Context: an optimization exercise on an open-source flow, tuned for small area, a short achievable clock period and few clock cycles per item. The choices shown serve that exercise and are no tape-out recipe.
At most, simulation tests tie the RTL to the original design; equivalence was not proved.
No activity file was given, so power comes from the tool's default toggle rates.

## main
## time_based_processor
module time_based_processor(
    input           clk,             
    input           rst_n,           
    input  [7:0]    data_in,         
    input  [2:0]    opcode,          
    input           data_valid,      
    output [15:0]   data_out,        
    output          data_ready,      
    output [3:0]    status_flags     
);
Size: about 520 cells after synthesis, roughly 0.0033 mm2 of cells after synthesis.
==> module time_based_processor, before the edit <==
module time_based_processor(
    input           clk,             
    input           rst_n,           
    input  [7:0]    data_in,         
    input  [2:0]    opcode,          
    input           data_valid,      
    output [15:0]   data_out,        
    output          data_ready,      
    output [3:0]    status_flags     
);
    localparam OP_NOP     = 3'b000;
    localparam OP_ADD     = 3'b001;
    localparam OP_SUB     = 3'b010;
    localparam OP_MUL     = 3'b011;
    localparam OP_SHIFT   = 3'b100;
    localparam OP_FILTER  = 3'b101;
    localparam OP_INVERT  = 3'b110;
    localparam OP_COMPARE = 3'b111;
    reg        wait_b;        
    reg        busy;          
    reg        ready;         
    reg [7:0]  x;             
    reg [2:0]  op;            
    reg [15:0] result;
    reg        flag_ovf;
    reg        flag_zero;
    wire idle = ~(wait_b | busy | ready);
    wire [7:0] b = data_in;
    function [10:0] padd;
        input [9:0] a, b;
        input       ci;
        reg   [9:0] g, p, gg, pp;
        integer i, l;
        begin
            p = a ^ b;
            g = (a & b) | {9'd0, p[0] & ci};
            gg = g;
            pp = p;
            for (l = 0; l < 4; l = l + 1)
                for (i = 9; i >= 0; i = i - 1)
                    if ((i >> l) & 1) begin
                        gg[i] = gg[i] | (pp[i] & gg[((i >> l) << l) - 1]);
                        pp[i] = pp[i] & pp[((i >> l) << l) - 1];
                    end
            padd = {gg[9], p ^ {gg[8:0], ci}};
        end
    endfunction
    wire [9:0]  t0     = {2'b00, result[15:8]};
    wire [9:0]  t1     = {2'b00, x & {8{result[0]}}};
    wire [9:0]  t2     = {1'b0, x & {8{result[1]}}, 1'b0};
    wire [9:0]  cs_s   = t0 ^ t1 ^ t2;
    wire [9:0]  cs_c   = (t0 & t1) | (t0 & t2) | (t1 & t2);
    function [10:0] bkadd;
        input [9:0] a, b;
        reg   [9:0] g, p, G, P;
        integer i, l;
        begin
            p = a ^ b;
            g = a & b;
            G = g; P = p;
            for (l = 1; l < 16; l = l * 2)
                for (i = 2 * l - 1; i < 10; i = i + 2 * l) begin
                    G[i] = G[i] | (P[i] & G[i - l]);
                    P[i] = P[i] & P[i - l];
                end
            for (l = 4; l >= 1; l = l / 2)
                for (i = 3 * l - 1; i < 10; i = i + 2 * l) begin
                    G[i] = G[i] | (P[i] & G[i - l]);
                    P[i] = P[i] & P[i - l];
                end
            bkadd = {G[9], p ^ {G[8:0], 1'b0}};
        end
    endfunction
    wire [10:0] msum   = bkadd(cs_s, {cs_c[8:0], 1'b0});
    wire [15:0] mstep  = {msum[9:0], result[7:2]};
    wire [10:0] sums = bkadd({2'b00, x}, {2'b00, b});
    wire       c   = sums[8];
    wire       eq  = &(x ^ b);             
    wire [2:0] s   = b[2:0];
    wire [2:0] rl  = b[3] ? -s : s;        
    wire [7:0] r1  = rl[0] ? {x[6:0], x[7]} : x;
    wire [7:0] r2  = rl[1] ? {r1[5:0], r1[7:6]} : r1;
    wire [7:0] r3  = rl[2] ? {r2[3:0], r2[7:4]} : r2;
    wire [7:0] keep_l = 8'hFF << s;
    wire [7:0] keep_r = 8'hFF >> s;
    wire [7:0] shifted = r3 & (b[3] ? keep_r : keep_l);
    reg [15:0] alu;
    reg        alu_ovf, alu_zero;
    always @(*) begin
        alu = 16'h0000; alu_ovf = 1'b0; alu_zero = 1'b0;
        case (op)
            OP_ADD:     begin alu[7:0] = sums[7:0]; alu_ovf = c;  alu_zero = ~|(x | b); end
            OP_SUB:     begin alu[7:0] = sums[7:0]; alu_ovf = c;  alu_zero = eq; end
            OP_MUL:     begin alu[7:0] = b; alu_zero = ~|x | ~|b; end
            OP_SHIFT:   alu[7:0] = shifted;
            OP_FILTER:  alu[7:0] = x & b;
            OP_COMPARE: begin alu[1:0] = {c, ~c & ~eq}; alu_zero = eq; end
            default:    alu = 16'h0000;
        endcase
    end
    always @(posedge clk or negedge rst_n) begin
        if (!rst_n) begin
            wait_b <= 1'b0;
            busy   <= 1'b0;
            ready  <= 1'b0;
        end else begin
            if (idle && data_valid) begin
                if (opcode == OP_NOP || opcode == OP_INVERT) ready <= 1'b1;
                else wait_b <= 1'b1;
            end
            if (wait_b && data_valid) begin
                wait_b <= 1'b0;
                if (op == OP_MUL) busy <= 1'b1;
                else ready <= 1'b1;
            end
            if (busy && op[1:0] == 2'b00) begin
                busy  <= 1'b0;
                ready <= 1'b1;
            end
            if (ready && data_valid) ready <= 1'b0;
        end
    end
    always @(posedge clk) begin
        if (idle) begin
            x         <= data_in ^ {8{opcode == OP_SUB || opcode == OP_COMPARE}};
            op        <= opcode;
            result    <= {8'h00, data_in};
            flag_ovf  <= 1'b0;
            flag_zero <= 1'b0;
        end
        if (wait_b) begin
            flag_ovf  <= alu_ovf;
            flag_zero <= alu_zero;
            result    <= alu;
        end
        if (busy) begin
            op     <= op - 3'd1;
            result <= mstep;
        end
    end
    wire   out_inv      = (op == OP_SUB) || (op == OP_INVERT);
    assign data_out     = {result[15:8], result[7:0] ^ {8{out_inv}}};
    assign data_ready   = ready;
    assign status_flags = {flag_ovf, flag_zero, 1'b0, ready};
endmodule
export LEC_CHECK = 0
export ABC_AREA = 1
export CAP_MARGIN = 20
export CORE_MARGIN = 2
export CORE_UTILIZATION = 50
export SETUP_SLACK_MARGIN = 3
export SLEW_MARGIN = 20
create_clock -name core_clock -period 5.5 [get_ports {clk}]
standard.sh (not shown) runs the stock make flow with config.mk's settings and CLKGATE_MAP_FILE= SYNTH_SCRIPT=/design/flow/synth_recipe.tcl, a recipe that flattens the netlist after the stock synthesis.
==> flow/flow/run.sh <==
#!/bin/bash
# Standard layout with these changes: plain buf_1 cells as the port buffers,
# and half and full adders left to abc as plain gates (flow/noha.mk).
bash standard.sh "DESIGN_CONFIG=$PWD/flow/noha.mk" "BUFFER_PORTS_ARGS=-buffer_cell sky130_fd_sc_hd__buf_1"  finish > standard.log 2>&1
==> flow/flow/noha.mk <==
# The standard flow's settings, plus the half and full adders cells marked don't-use so that
# synthesis leaves half and full adders to abc as plain gates.
include $(FLOW_CONFIG)
export DONT_USE_CELLS += sky130_fd_sc_hd__ha_1 sky130_fd_sc_hd__ha_2 sky130_fd_sc_hd__ha_4 sky130_fd_sc_hd__fa_1 sky130_fd_sc_hd__fa_2 sky130_fd_sc_hd__fa_4
Testbench counts of main, summed over its fixed seeds: cycles 15,476, ops 4,800.
Here is what was changed in the inputs of the feature branch compared with main.
--- a/flow/design.v
+++ b/flow/design.v
@@ -50,32 +50,11 @@
     wire [9:0]  t1     = {2'b00, x & {8{result[0]}}};
     wire [9:0]  t2     = {1'b0, x & {8{result[1]}}, 1'b0};
     wire [9:0]  cs_s   = t0 ^ t1 ^ t2;
     wire [9:0]  cs_c   = (t0 & t1) | (t0 & t2) | (t1 & t2);
-    function [10:0] bkadd;
-        input [9:0] a, b;
-        reg   [9:0] g, p, G, P;
-        integer i, l;
-        begin
-            p = a ^ b;
-            g = a & b;
-            G = g; P = p;
-            for (l = 1; l < 16; l = l * 2)
-                for (i = 2 * l - 1; i < 10; i = i + 2 * l) begin
-                    G[i] = G[i] | (P[i] & G[i - l]);
-                    P[i] = P[i] & P[i - l];
-                end
-            for (l = 4; l >= 1; l = l / 2)
-                for (i = 3 * l - 1; i < 10; i = i + 2 * l) begin
-                    G[i] = G[i] | (P[i] & G[i - l]);
-                    P[i] = P[i] & P[i - l];
-                end
-            bkadd = {G[9], p ^ {G[8:0], 1'b0}};
-        end
-    endfunction
-    wire [10:0] msum   = bkadd(cs_s, {cs_c[8:0], 1'b0});
+    wire [10:0] msum   = padd(cs_s, {cs_c[8:0], 1'b0}, 1'b0);
     wire [15:0] mstep  = {msum[9:0], result[7:2]};
-    wire [10:0] sums = bkadd({2'b00, x}, {2'b00, b});
+    wire [10:0] sums = padd({2'b00, x}, {2'b00, b}, 1'b0);
     wire       c   = sums[8];
     wire       eq  = &(x ^ b);             
     wire [2:0] s   = b[2:0];
     wire [2:0] rl  = b[3] ? -s : s;        
Notes after the runs:
Of main and the feature branch, the run reporting the higher area of the mapped netlist was the feature branch.
Comparing main and the feature branch, met3 demand-to-capacity share in global routing is higher on main.
Summary of the comparison: floorplan die height is higher in the feature branch, relative to main.
Global routing met2 resource utilization, main and the feature branch, lower one = main.
main and the feature branch ended up with roughly the same clock skew.
Clock-buffer cell count for the feature branch is higher than for main.
The feature branch vs. main: post-route worst setup slack dropped 0.014 ns; total of fill cells in the finished design climbed 65; number of vias in the routed layout climbed 5.1%; area growth from synthesis to final layout dropped 3.1 points.
In the feature branch, maximum clock rate is lower than in main.
Testbench counts of the feature branch, summed over its fixed seeds: cycles 15,476, ops 4,800.

Setup of 01-05:
RTL: one of the versions met above, not the one the previous note started from.
Size in the first run: about 540 cells after synthesis, about 3400 sq um of cells after synthesis.
==> module time_based_processor, before the edit <==
module time_based_processor(
    input           clk,             
    input           rst_n,           
    input  [7:0]    data_in,         
    input  [2:0]    opcode,          
    input           data_valid,      
    output [15:0]   data_out,        
    output          data_ready,      
    output [3:0]    status_flags     
);
    localparam OP_NOP     = 3'b000;
    localparam OP_ADD     = 3'b001;
    localparam OP_SUB     = 3'b010;
    localparam OP_MUL     = 3'b011;
    localparam OP_SHIFT   = 3'b100;
    localparam OP_FILTER  = 3'b101;
    localparam OP_INVERT  = 3'b110;
    localparam OP_COMPARE = 3'b111;
    reg        wait_b;        
    reg        busy;          
    reg        ready;         
    reg [7:0]  x;             
    reg [2:0]  op;            
    reg [15:0] result;
    reg        flag_ovf;
    reg        flag_zero;
    wire idle = ~(wait_b | busy | ready);
    wire [7:0] b = data_in;
    function [10:0] padd;
        input [9:0] a, b;
        input       ci;
        reg   [9:0] g, p, gg, pp;
        integer i, l;
        begin
            p = a ^ b;
            g = (a & b) | {9'd0, p[0] & ci};
            gg = g;
            pp = p;
            for (l = 0; l < 4; l = l + 1)
                for (i = 9; i >= 0; i = i - 1)
                    if ((i >> l) & 1) begin
                        gg[i] = gg[i] | (pp[i] & gg[((i >> l) << l) - 1]);
                        pp[i] = pp[i] & pp[((i >> l) << l) - 1];
                    end
            padd = {gg[9], p ^ {gg[8:0], ci}};
        end
    endfunction
    wire [9:0]  t0     = {2'b00, result[15:8]};
    wire [9:0]  t1     = {2'b00, x & {8{result[0]}}};
    wire [9:0]  t2     = {1'b0, x & {8{result[1]}}, 1'b0};
    wire [9:0]  cs_s   = t0 ^ t1 ^ t2;
    wire [9:0]  cs_c   = (t0 & t1) | (t0 & t2) | (t1 & t2);
    wire [10:0] msum   = padd(cs_s, {cs_c[8:0], 1'b0}, 1'b0);
    wire [15:0] mstep  = {msum[9:0], result[7:2]};
    wire [10:0] sums = padd({2'b00, x}, {2'b00, b}, 1'b0);
    wire       c   = sums[8];
    wire       eq  = &(x ^ b);             
    wire [2:0] s   = b[2:0];
    wire [2:0] rl  = b[3] ? -s : s;        
    wire [7:0] r1  = rl[0] ? {x[6:0], x[7]} : x;
    wire [7:0] r2  = rl[1] ? {r1[5:0], r1[7:6]} : r1;
    wire [7:0] r3  = rl[2] ? {r2[3:0], r2[7:4]} : r2;
    wire [7:0] keep_l = 8'hFF << s;
    wire [7:0] keep_r = 8'hFF >> s;
    wire [7:0] shifted = r3 & (b[3] ? keep_r : keep_l);
    reg [15:0] alu;
    reg        alu_ovf, alu_zero;
    always @(*) begin
        alu = 16'h0000; alu_ovf = 1'b0; alu_zero = 1'b0;
        case (op)
            OP_ADD:     begin alu[7:0] = sums[7:0]; alu_ovf = c;  alu_zero = ~|(x | b); end
            OP_SUB:     begin alu[7:0] = sums[7:0]; alu_ovf = c;  alu_zero = eq; end
            OP_MUL:     begin alu[7:0] = b; alu_zero = ~|x | ~|b; end
            OP_SHIFT:   alu[7:0] = shifted;
            OP_FILTER:  alu[7:0] = x & b;
            OP_COMPARE: begin alu[1:0] = {c, ~c & ~eq}; alu_zero = eq; end
            default:    alu = 16'h0000;
        endcase
    end
    always @(posedge clk or negedge rst_n) begin
        if (!rst_n) begin
            wait_b <= 1'b0;
            busy   <= 1'b0;
            ready  <= 1'b0;
        end else begin
            if (idle && data_valid) begin
                if (opcode == OP_NOP || opcode == OP_INVERT) ready <= 1'b1;
                else wait_b <= 1'b1;
            end
            if (wait_b && data_valid) begin
                wait_b <= 1'b0;
                if (op == OP_MUL) busy <= 1'b1;
                else ready <= 1'b1;
            end
            if (busy && op[1:0] == 2'b00) begin
                busy  <= 1'b0;
                ready <= 1'b1;
            end
            if (ready && data_valid) ready <= 1'b0;
        end
    end
    always @(posedge clk) begin
        if (idle) begin
            x         <= data_in ^ {8{opcode == OP_SUB || opcode == OP_COMPARE}};
            op        <= opcode;
            result    <= {8'h00, data_in};
            flag_ovf  <= 1'b0;
            flag_zero <= 1'b0;
        end
        if (wait_b) begin
            flag_ovf  <= alu_ovf;
            flag_zero <= alu_zero;
            result    <= alu;
        end
        if (busy) begin
            op     <= op - 3'd1;
            result <= mstep;
        end
    end
    wire   out_inv      = (op == OP_SUB) || (op == OP_INVERT);
    assign data_out     = {result[15:8], result[7:0] ^ {8{out_inv}}};
    assign data_ready   = ready;
    assign status_flags = {flag_ovf, flag_zero, 1'b0, ready};
endmodule
clock: 5.5 ns
lec_check: 0
abc_area: 1
cap_margin: 20
core_margin: 2
core_utilization: 60
setup_slack_margin: 2.75
slew_margin: 20
Scripts as last shown in full above: flow/flow/run.sh, flow/flow/noha.mk
Testbench counts of 01-05, summed over its fixed seeds: cycles 15,476, ops 4,800.
Relative to 01-05, the following input files were edited for 07-26:
--- a/flow/design.v
+++ b/flow/design.v
@@ -50,9 +50,21 @@
     wire [9:0]  t1     = {2'b00, x & {8{result[0]}}};
     wire [9:0]  t2     = {1'b0, x & {8{result[1]}}, 1'b0};
     wire [9:0]  cs_s   = t0 ^ t1 ^ t2;
     wire [9:0]  cs_c   = (t0 & t1) | (t0 & t2) | (t1 & t2);
-    wire [10:0] msum   = padd(cs_s, {cs_c[8:0], 1'b0}, 1'b0);
+    function [10:0] radd;
+        input [9:0] a, b;
+        reg cy; integer i;
+        begin
+            cy = 1'b0;
+            for (i = 0; i < 10; i = i + 1) begin
+                radd[i] = a[i] ^ b[i] ^ cy;
+                cy = (a[i] & b[i]) | (cy & (a[i] ^ b[i]));
+            end
+            radd[10] = cy;
+        end
+    endfunction
+    wire [10:0] msum   = radd(cs_s, {cs_c[8:0], 1'b0});
     wire [15:0] mstep  = {msum[9:0], result[7:2]};
     wire [10:0] sums = padd({2'b00, x}, {2'b00, b}, 1'b0);
     wire       c   = sums[8];
     wire       eq  = &(x ^ b);             
Results
Taking 01-05 as the reference, in 07-26 global-route usage shows a reduction of 0.26 points; summed negative setup slack over all endpoints did not really move; fraction of final layout cells sized beyond drive strength 1 picked up an extra 5.8 points; final core utilization now sits higher; final cell count moved down.
The RTL of 07-26 was laid out without a check of its function.

== oak ==
The RTL this note starts from:
==> flow/design.v <==
`timescale 1ns / 1ps
module time_based_processor(
    input           clk,             
    input           rst_n,           
    input  [7:0]    data_in,         
    input  [2:0]    opcode,          
    input           data_valid,      
    output [15:0]   data_out,        
    output          data_ready,      
    output [3:0]    status_flags     
);
    localparam OP_NOP     = 3'b000;
    localparam OP_ADD     = 3'b001;
    localparam OP_SUB     = 3'b010;
    localparam OP_MUL     = 3'b011;
    localparam OP_SHIFT   = 3'b100;
    localparam OP_FILTER  = 3'b101;
    localparam OP_INVERT  = 3'b110;
    localparam OP_COMPARE = 3'b111;
    reg        wait_b;        
    reg        busy;          
    reg        ready;         
    reg [7:0]  x;             
    reg [2:0]  op;            
    reg [15:0] result;
    reg        flag_ovf;
    reg        flag_zero;
    wire idle = ~(wait_b | busy | ready);
    wire [7:0] b = data_in;
    function [10:0] padd;
        input [9:0] a, b;
        input       ci;
        reg   [9:0] g, p, gg, pp;
        integer i, l;
        begin
            p = a ^ b;
            g = (a & b) | {9'd0, p[0] & ci};
            gg = g;
            pp = p;
            for (l = 0; l < 4; l = l + 1)
                for (i = 9; i >= 0; i = i - 1)
                    if ((i >> l) & 1) begin
                        gg[i] = gg[i] | (pp[i] & gg[((i >> l) << l) - 1]);
                        pp[i] = pp[i] & pp[((i >> l) << l) - 1];
                    end
            padd = {gg[9], p ^ {gg[8:0], ci}};
        end
    endfunction
    wire [9:0]  t0     = {2'b00, result[15:8]};
    wire [9:0]  t1     = {2'b00, x & {8{result[0]}}};
    wire [9:0]  t2     = {1'b0, x & {8{result[1]}}, 1'b0};
    wire [9:0]  cs_s   = t0 ^ t1 ^ t2;
    wire [9:0]  cs_c   = (t0 & t1) | (t0 & t2) | (t1 & t2);
    function [10:0] bkadd;
        input [9:0] a, b;
        reg   [9:0] g, p, G, P;
        integer i, l;
        begin
            p = a ^ b;
            g = a & b;
            G = g; P = p;
            for (l = 1; l < 16; l = l * 2)
                for (i = 2 * l - 1; i < 10; i = i + 2 * l) begin
                    G[i] = G[i] | (P[i] & G[i - l]);
                    P[i] = P[i] & P[i - l];
                end
            for (l = 4; l >= 1; l = l / 2)
                for (i = 3 * l - 1; i < 10; i = i + 2 * l) begin
                    G[i] = G[i] | (P[i] & G[i - l]);
                    P[i] = P[i] & P[i - l];
                end
            bkadd = {G[9], p ^ {G[8:0], 1'b0}};
        end
    endfunction
    wire [10:0] msum   = bkadd(cs_s, {cs_c[8:0], 1'b0});
    wire [15:0] mstep  = {msum[9:0], result[7:2]};
    wire [10:0] sums = bkadd({2'b00, x}, {2'b00, b});
    wire       c   = sums[8];
    wire       eq  = &(x ^ b);             
    wire [2:0] s   = b[2:0];
    wire [2:0] rl  = b[3] ? -s : s;        
    wire [7:0] r1  = rl[0] ? {x[6:0], x[7]} : x;
    wire [7:0] r2  = rl[1] ? {r1[5:0], r1[7:6]} : r1;
    wire [7:0] r3  = rl[2] ? {r2[3:0], r2[7:4]} : r2;
    wire [7:0] keep_l = 8'hFF << s;
    wire [7:0] keep_r = 8'hFF >> s;
    wire [7:0] shifted = r3 & (b[3] ? keep_r : keep_l);
    reg [15:0] alu;
    reg        alu_ovf, alu_zero;
    always @(*) begin
        alu = 16'h0000; alu_ovf = 1'b0; alu_zero = 1'b0;
        case (op)
            OP_ADD:     begin alu[7:0] = sums[7:0]; alu_ovf = c;  alu_zero = ~|(x | b); end
            OP_SUB:     begin alu[7:0] = sums[7:0]; alu_ovf = c;  alu_zero = eq; end
            OP_MUL:     begin alu[7:0] = b; alu_zero = ~|x | ~|b; end
            OP_SHIFT:   alu[7:0] = shifted;
            OP_FILTER:  alu[7:0] = x & b;
            OP_COMPARE: begin alu[1:0] = {c, ~c & ~eq}; alu_zero = eq; end
            default:    alu = 16'h0000;
        endcase
    end
    always @(posedge clk or negedge rst_n) begin
        if (!rst_n) begin
            wait_b <= 1'b0;
            busy   <= 1'b0;
            ready  <= 1'b0;
        end else begin
            if (idle && data_valid) begin
                if (opcode == OP_NOP || opcode == OP_INVERT) ready <= 1'b1;
                else wait_b <= 1'b1;
            end
            if (wait_b && data_valid) begin
                wait_b <= 1'b0;
                if (op == OP_MUL) busy <= 1'b1;
                else ready <= 1'b1;
            end
            if (busy && op[1:0] == 2'b00) begin
                busy  <= 1'b0;
                ready <= 1'b1;
            end
            if (ready && data_valid) ready <= 1'b0;
        end
    end
    always @(posedge clk) begin
        if (idle) begin
            x         <= data_in ^ {8{opcode == OP_SUB || opcode == OP_COMPARE}};
            op        <= opcode;
            result    <= {8'h00, data_in};
            flag_ovf  <= 1'b0;
            flag_zero <= 1'b0;
        end
        if (wait_b) begin
            flag_ovf  <= alu_ovf;
            flag_zero <= alu_zero;
            result    <= alu;
        end
        if (busy) begin
            op     <= op - 3'd1;
            result <= mstep;
        end
    end
    wire   out_inv      = (op == OP_SUB) || (op == OP_INVERT);
    assign data_out     = {result[15:8], result[7:0] ^ {8{out_inv}}};
    assign data_ready   = ready;
    assign status_flags = {flag_ovf, flag_zero, 1'b0, ready};
endmodule
export LEC_CHECK = 0
export ABC_AREA = 1
export CAP_MARGIN = 20
export CORE_MARGIN = 2
export CORE_UTILIZATION = 60
export SETUP_SLACK_MARGIN = 3
export SLEW_MARGIN = 20
create_clock -name core_clock -period 5.5 [get_ports {clk}]
Scripts as last shown in full above: flow/flow/run.sh, flow/flow/noha.mk
Testbench counts of oak, summed over its fixed seeds: cycles 15,476, ops 4,800.
The inputs of pine differ from those of oak as listed below.
--- a/flow/design.v
+++ b/flow/design.v
@@ -23,8 +23,9 @@
     reg [7:0]  x;             
     reg [2:0]  op;            
     reg [15:0] result;
     reg        flag_ovf;
+    reg        out_inv;       
     reg        flag_zero;
     wire idle = ~(wait_b | busy | ready);
     wire [7:0] b = data_in;
     function [10:0] padd;
@@ -124,8 +125,9 @@
     always @(posedge clk) begin
         if (idle) begin
             x         <= data_in ^ {8{opcode == OP_SUB || opcode == OP_COMPARE}};
             op        <= opcode;
+            out_inv   <= (opcode == OP_SUB) || (opcode == OP_INVERT);
             result    <= {8'h00, data_in};
             flag_ovf  <= 1'b0;
             flag_zero <= 1'b0;
         end
@@ -138,9 +140,8 @@
             op     <= op - 3'd1;
             result <= mstep;
         end
     end
-    wire   out_inv      = (op == OP_SUB) || (op == OP_INVERT);
     assign data_out     = {result[15:8], result[7:0] ^ {8{out_inv}}};
     assign data_ready   = ready;
     assign status_flags = {flag_ovf, flag_zero, 1'b0, ready};
 endmodule
[summary]
- Summary of pine over oak: maximum root-to-sink buffer count about even; wire length on met1 rose about 2.2%; clock buffer instance count of the final layout rose 2.
- Across pine and oak, the outcome is the same: a clean finish for every run.
- | combinational power share | pine vs oak | 0.8 points lower |
- Hold slack in pine is 21 ps lower than in oak
Only the layout flow was run in pine; the RTL was not checked for function there.

-- separate check: timing with driven ports --
No port has a modelled driver above. Below, the same layouts with a new extraction and two added sets of constraints. Step 1 sets driving cells, clkbuf_16 on the clock port and buf_2 on the other inputs (assumed; they add their load-dependent delay and slew). Step 2, shift: input delay + t, output delay - t, t = (earliest + latest rising clock arrival at the registers) / 2. This alone moves slack from input paths to output paths. Three values: ideal ports, drivers, drivers and shift; two values: the first two.
run	t, ns	setup WS [ns]	worst register clock-pin slew, ns
main	0.312	3.065 / 3.036 / 2.780	0.07 / 0.07
the feature branch	0.316	3.051 / 3.020 / 2.776	0.08 / 0.08
01-05	0.308	2.907 / 2.878 / 2.619	0.07 / 0.07
07-26	0.314	2.783 / 2.784 / 2.471	0.07 / 0.07
oak	0.314	3.017 / 2.989 / 2.763	0.08 / 0.08
pine	0.313	3.060 / 3.051 / 2.738	0.07 / 0.07
After both steps every run listed still meets setup and hold. The setup slack of pine, which loses most, moves by -0.009 ns with the drivers and by -0.322 ns with both steps.
